This is an optimization exercise on Yosys and OpenROAD, whose aim is small area and a short achievable clock period, not a production implementation. RTL that was checked went through simulation tests only; none was proved equivalent to the original. The flow treats the clock pin as an ideal source, which a real chip does not have. Power and IR drop assume default switching activity.

build 38:
==> flow/design.v <==
module alu (clk, operand_a, operand_b, cin, en, result, lo_next, hi_next);
    input clk;
    input [7:0] operand_a, operand_b;
    input cin, en;
    output reg [7:0] result;
    output [3:0] lo_next;
    output [7:0] hi_next;
    wire [7:0] p = operand_a ^ operand_b;
    wire [7:0] g = operand_a & operand_b;
    wire G10 = g[1] | (p[1] & g[0]), P10 = p[1] & p[0];
    wire G32 = g[3] | (p[3] & g[2]), P32 = p[3] & p[2];
    wire G54 = g[5] | (p[5] & g[4]), P54 = p[5] & p[4];
    wire G64 = g[6] | (p[6] & G54),  P64 = p[6] & P54;
    wire G52 = G54 | (P54 & G32),    P52 = P54 & P32;
    wire G62 = G64 | (P64 & G32),    P62 = P64 & P32;
    wire [7:0] c;
    assign c[0] = cin;
    assign c[1] = g[0] | (p[0] & cin);
    assign c[2] = G10 | (P10 & cin);
    assign c[3] = g[2] | (p[2] & c[2]);
    assign c[4] = G32 | (P32 & c[2]);
    assign c[5] = g[4] | (p[4] & c[4]);
    assign c[6] = G52 | (P52 & c[2]);
    assign c[7] = G62 | (P62 & c[2]);
    wire [7:0] sum = p ^ c;
    always @(posedge clk)
        result <= en ? sum : 8'd0;
    wire [1:0] s_lo = sum[1:0];
    assign lo_next = en ? (4'b0001 << s_lo) : 4'b0001;
    wire [2:0] s0 = operand_a[4:2] + operand_b[4:2];
    wire [7:0] d0 = 8'b00000001 << s0;
    wire [7:0] d1 = {d0[6:0], d0[7]};
    assign hi_next = en ? (c[2] ? d1 : d0) : 8'b00000001;
endmodule
module reg_mem (lo_next, hi_next, data_in, wen, clk, data_out);
    input [3:0] lo_next;
    input [7:0] hi_next;
    input [7:0] data_in;
    input wen;
    input clk;
    output reg [7:0] data_out;
    reg [255:0] mem_bits;
    reg [3:0] rlo;
    reg [7:0] rhi;
    wire [7:0] rd [0:32];
    assign rd[0] = 8'd0;
    always @(posedge clk) begin
        rlo <= lo_next;
        rhi <= hi_next;
    end
    genvar k;
    generate
        for (k = 0; k < 32; k = k + 1) begin : word
            wire hit = rlo[k % 4] & rhi[k / 4];
            always @(posedge clk)
                if (wen & hit)
                    mem_bits[8*k +: 8] <= data_in;
            assign rd[k+1] = rd[k] | ({8{hit}} & mem_bits[8*k +: 8]);
        end
    endgenerate
    always @(posedge clk)
        data_out <= wen ? 8'd0 : rd[32];
endmodule
module CU (clk, rst, instr, result, data_out, operand1, operand_b, store_data,
           alu_cin, alu_en, w_r, regfile_a, regfile_b, regfile_c, regfile_d);
    input clk, rst;
    input [19:0] instr;
    input [7:0] result, data_out;
    output reg [7:0] operand1, operand_b, store_data;
    output reg alu_cin, alu_en, w_r;
    output reg [7:0] regfile_a, regfile_b, regfile_c, regfile_d;
    reg s_reset, s_decode, s_execute, s_mem, s_wb;
    reg sel1;
    reg [7:0] regfile [0:3];
    wire [1:0] t = instr[19:18];
    wire is_std = ~t[1] & t[0];
    wire is_load = t[1] & ~t[0];
    wire is_store = t[1] & t[0];
    wire ld_any = ~s_reset;
    wire ld_std = ~s_reset & ~s_mem;
    wire load = t[1] ? ld_any : (t[0] & ld_std);
    wire [7:0] x1 = regfile[instr[17:16]];
    wire [7:0] x2 = regfile[instr[15:14]];
    wire [7:0] x3 = regfile[instr[13:12]];
    wire s_reset_nx = rst | (s_reset & (t == 2'b00));
    wire sel1_nx = s_reset ? 1'b0 : (load ? is_std : sel1);
    wire [7:0] result2 = sel1 ? result : data_out;
    wire wb = s_wb & (is_std | is_load);
    always @(posedge clk) begin
        if (load) begin
            operand1 <= is_store ? x1 : x2;
            operand_b <= (is_std ? x3 : instr[11:4]) ^ {8{instr[0]}};
            store_data <= x2;
            alu_cin <= instr[0];
        end
        sel1 <= sel1_nx;
        if (s_reset)
            alu_en <= 1'b0;
        else if (load)
            alu_en <= (instr[3:1] == 3'b000);
        if (rst | s_reset)
            w_r <= 1'b0;
        else if (load)
            w_r <= is_store;
        if (s_reset) begin
            regfile[0] <= 8'd0;
            regfile[1] <= 8'd1;
            regfile[2] <= 8'd2;
            regfile[3] <= 8'd3;
        end else if (wb)
            regfile[instr[17:16]] <= result2;
        if (rst) begin
            regfile_a <= 8'd0;
            regfile_b <= 8'd0;
            regfile_c <= 8'd0;
            regfile_d <= 8'd0;
        end else if (s_execute) begin
            regfile_a <= regfile[0];
            regfile_b <= regfile[1];
            regfile_c <= regfile[2];
            regfile_d <= regfile[3];
        end
        s_reset <= s_reset_nx;
        s_decode <= ~rst & ((s_reset & (t != 2'b00)) | (s_mem & is_store) | s_wb);
        s_execute <= ~rst & s_decode;
        s_mem <= ~rst & s_execute & ~is_std;
        s_wb <= ~rst & ((s_execute & is_std) | (s_mem & ~is_store));
    end
endmodule
`timescale 1ns / 1ps
module simple_cpu (clk, rst, instruction, regfile_a, regfile_b, regfile_c, regfile_d);
    input clk, rst;
    input [19:0] instruction;
    output [7:0] regfile_a, regfile_b, regfile_c, regfile_d;
    wire [7:0] operand1, operand_b, store_data, result, data_out;
    wire [3:0] lo_next;
    wire [7:0] hi_next;
    wire alu_cin, alu_en, w_r;
    alu alu1 (clk, operand1, operand_b, alu_cin, alu_en, result, lo_next, hi_next);
    reg_mem data_memory (lo_next, hi_next, store_data, w_r, clk, data_out);
    CU CU1 (clk, rst, instruction, result, data_out, operand1, operand_b, store_data,
            alu_cin, alu_en, w_r, regfile_a, regfile_b, regfile_c, regfile_d);
endmodule
clock: 4.0 ns
lec_check: 0
abc_area: 0
cap_margin: 20
core_margin: 2
core_utilization: 70
setup_slack_margin: 2.45
slew_margin: 20
tns_end_percent: 10
standard.sh (not shown) runs the stock make flow with config.mk's settings and CLKGATE_MAP_FILE= SYNTH_SCRIPT=/design/flow/synth_recipe.tcl, a recipe that flattens the netlist after the stock synthesis.
==> flow/flow/run.sh <==
#!/bin/bash
# The standard ORFS layout (standard.sh) with:
# - port buffers of buf_2 instead of the resizer's default delay cell;
# - CTS without dummy loads, built from clkbuf_8 in sink clusters of 16;
# - timing repair allowed to change a cell's footprint when sizing;
# - no full/half-adder cell extraction in synthesis (ABC maps the adder);
# - after CTS and after global routing, greedy gate sizing on the worst path
#   (post_cts.tcl, post_grt.tcl, gsize.tcl).
# Each tool's log stays under orfs/logs; make's own output goes to flow.log.
set -euo pipefail
export BUFFER_PORTS_ARGS="-buffer_cell sky130_fd_sc_hd__buf_2"
export CTS_ARGS="-sink_clustering_enable -repair_clock_nets -dont_use_dummy_load -buf_list sky130_fd_sc_hd__clkbuf_8 -sink_clustering_size 16 -sink_clustering_max_diameter 40"
export POST_CTS_TCL="$PWD/flow/post_cts.tcl"
export POST_GLOBAL_ROUTE_TCL="$PWD/flow/post_grt.tcl"
bash standard.sh MATCH_CELL_FOOTPRINT=0 ADDER_MAP_FILE= finish > flow.log 2>&1
Other scripts of this flow, unchanged in this note and not shown: flow/flow/gsize.tcl, flow/flow/post_cts.tcl, flow/flow/post_grt.tcl
The following lists how build 67 was set up differently from build 38:
==> flow/design.v, changed modules only <==
module alu (clk, operand_a, operand_b, cin, en, rlo, rhi, result, lo_next, hi_next);
    input clk;
    input [7:0] operand_a, operand_b;
    input cin, en;
    input [3:0] rlo;
    input [7:0] rhi;
    output [7:0] result;
    output [3:0] lo_next;
    output [7:0] hi_next;
    wire [7:0] p = operand_a ^ operand_b;
    wire [7:0] g = operand_a & operand_b;
    wire G10 = g[1] | (p[1] & g[0]), P10 = p[1] & p[0];
    wire G32 = g[3] | (p[3] & g[2]), P32 = p[3] & p[2];
    wire G54 = g[5] | (p[5] & g[4]), P54 = p[5] & p[4];
    wire G64 = g[6] | (p[6] & G54),  P64 = p[6] & P54;
    wire G52 = G54 | (P54 & G32),    P52 = P54 & P32;
    wire G62 = G64 | (P64 & G32),    P62 = P64 & P32;
    wire [7:0] c;
    assign c[0] = cin;
    assign c[1] = g[0] | (p[0] & cin);
    assign c[2] = G10 | (P10 & cin);
    assign c[3] = g[2] | (p[2] & c[2]);
    assign c[4] = G32 | (P32 & c[2]);
    assign c[5] = g[4] | (p[4] & c[4]);
    assign c[6] = G52 | (P52 & c[2]);
    assign c[7] = G62 | (P62 & c[2]);
    wire [7:0] sum = p ^ c;
    reg [7:5] result_hi;
    always @(posedge clk)
        result_hi <= en ? sum[7:5] : 3'd0;
    assign result = {result_hi,
                     rhi[4] | rhi[5] | rhi[6] | rhi[7],
                     rhi[2] | rhi[3] | rhi[6] | rhi[7],
                     rhi[1] | rhi[3] | rhi[5] | rhi[7],
                     rlo[2] | rlo[3],
                     rlo[1] | rlo[3]};
    wire [1:0] s_lo = sum[1:0];
    assign lo_next = en ? (4'b0001 << s_lo) : 4'b0001;
    wire [2:0] s0 = operand_a[4:2] + operand_b[4:2];
    wire [7:0] d0 = 8'b00000001 << s0;
    wire [7:0] d1 = {d0[6:0], d0[7]};
    assign hi_next = en ? (c[2] ? d1 : d0) : 8'b00000001;
endmodule
module reg_mem (lo_next, hi_next, data_in, wen, clk, data_out, rlo, rhi);
    input [3:0] lo_next;
    input [7:0] hi_next;
    input [7:0] data_in;
    input wen;
    input clk;
    output reg [7:0] data_out;
    reg [255:0] mem_bits;
    output reg [3:0] rlo;
    output reg [7:0] rhi;
    wire [7:0] rd [0:32];
    assign rd[0] = 8'd0;
    always @(posedge clk) begin
        rlo <= lo_next;
        rhi <= hi_next;
    end
    genvar k;
    generate
        for (k = 0; k < 32; k = k + 1) begin : word
            wire hit = rlo[k % 4] & rhi[k / 4];
            always @(posedge clk)
                if (wen & hit)
                    mem_bits[8*k +: 8] <= data_in;
            assign rd[k+1] = rd[k] | ({8{hit}} & mem_bits[8*k +: 8]);
        end
    endgenerate
    always @(posedge clk)
        data_out <= wen ? 8'd0 : rd[32];
endmodule
module simple_cpu (clk, rst, instruction, regfile_a, regfile_b, regfile_c, regfile_d);
    input clk, rst;
    input [19:0] instruction;
    output [7:0] regfile_a, regfile_b, regfile_c, regfile_d;
    wire [7:0] operand1, operand_b, store_data, result, data_out;
    wire [3:0] lo_next;
    wire [7:0] hi_next;
    wire [3:0] rlo;
    wire [7:0] rhi;
    wire alu_cin, alu_en, w_r;
    alu alu1 (clk, operand1, operand_b, alu_cin, alu_en, rlo, rhi, result, lo_next, hi_next);
    reg_mem data_memory (lo_next, hi_next, store_data, w_r, clk, data_out, rlo, rhi);
    CU CU1 (clk, rst, instruction, result, data_out, operand1, operand_b, store_data,
            alu_cin, alu_en, w_r, regfile_a, regfile_b, regfile_c, regfile_d);
endmodule
Build 67 against build 38: cell area -590 sq um; wire length -about 7.5%; sequential cell count -5; multi-input logic portion of the cell area ~0 delta; portion of total power attributed to sequential cells +1.3 points. Worst setup path startpoint: CU1.operand1[3]$_DFFE_PP_ -> build 38, data_memory.rhi[0]$_SDFF_PN1_ -> build 67. Per the comparison of build 67 with build 38, utilization -2.3 points, worst hold margin went up, worst-case clock skew rose by 0.037 ns, die boundary height went down about 0.7%.
Only the layout flow was run in build 67; the RTL was not checked for function there.

## separate check: timing with driven ports
Ports are ideal in the flow. The routed layouts listed here were re-timed in OpenROAD. Step 1: set_driving_cell puts a clkbuf_16 on clk and a buf_2 on each other input, an assumption about the parent block. Step 2, shift: input delay + t, output delay - t, t = (earliest + latest rising clock arrival at the registers) / 2. This alone moves slack from input paths to output paths. Slacks: ideal / step 1 / step 2; pairs: ideal / step 1.
| run | t (ns) | setup WS [ns] | hold WS [ns] | cell pins on the clock port's net |
|---|---|---|---|---|
| build 38 | 0.591 | 2.140 / 2.131 / 1.700 | 0.446 / 0.446 / 0.446 | 1 |
| build 67 | 0.587 | 2.153 / 2.153 / 1.661 | 0.468 / 0.468 / 0.468 | 1 |
After both steps every run listed still meets setup and hold. For build 67, which loses most, drivers alone change the setup slack by 0.000 ns; drivers and shift together by -0.492 ns.
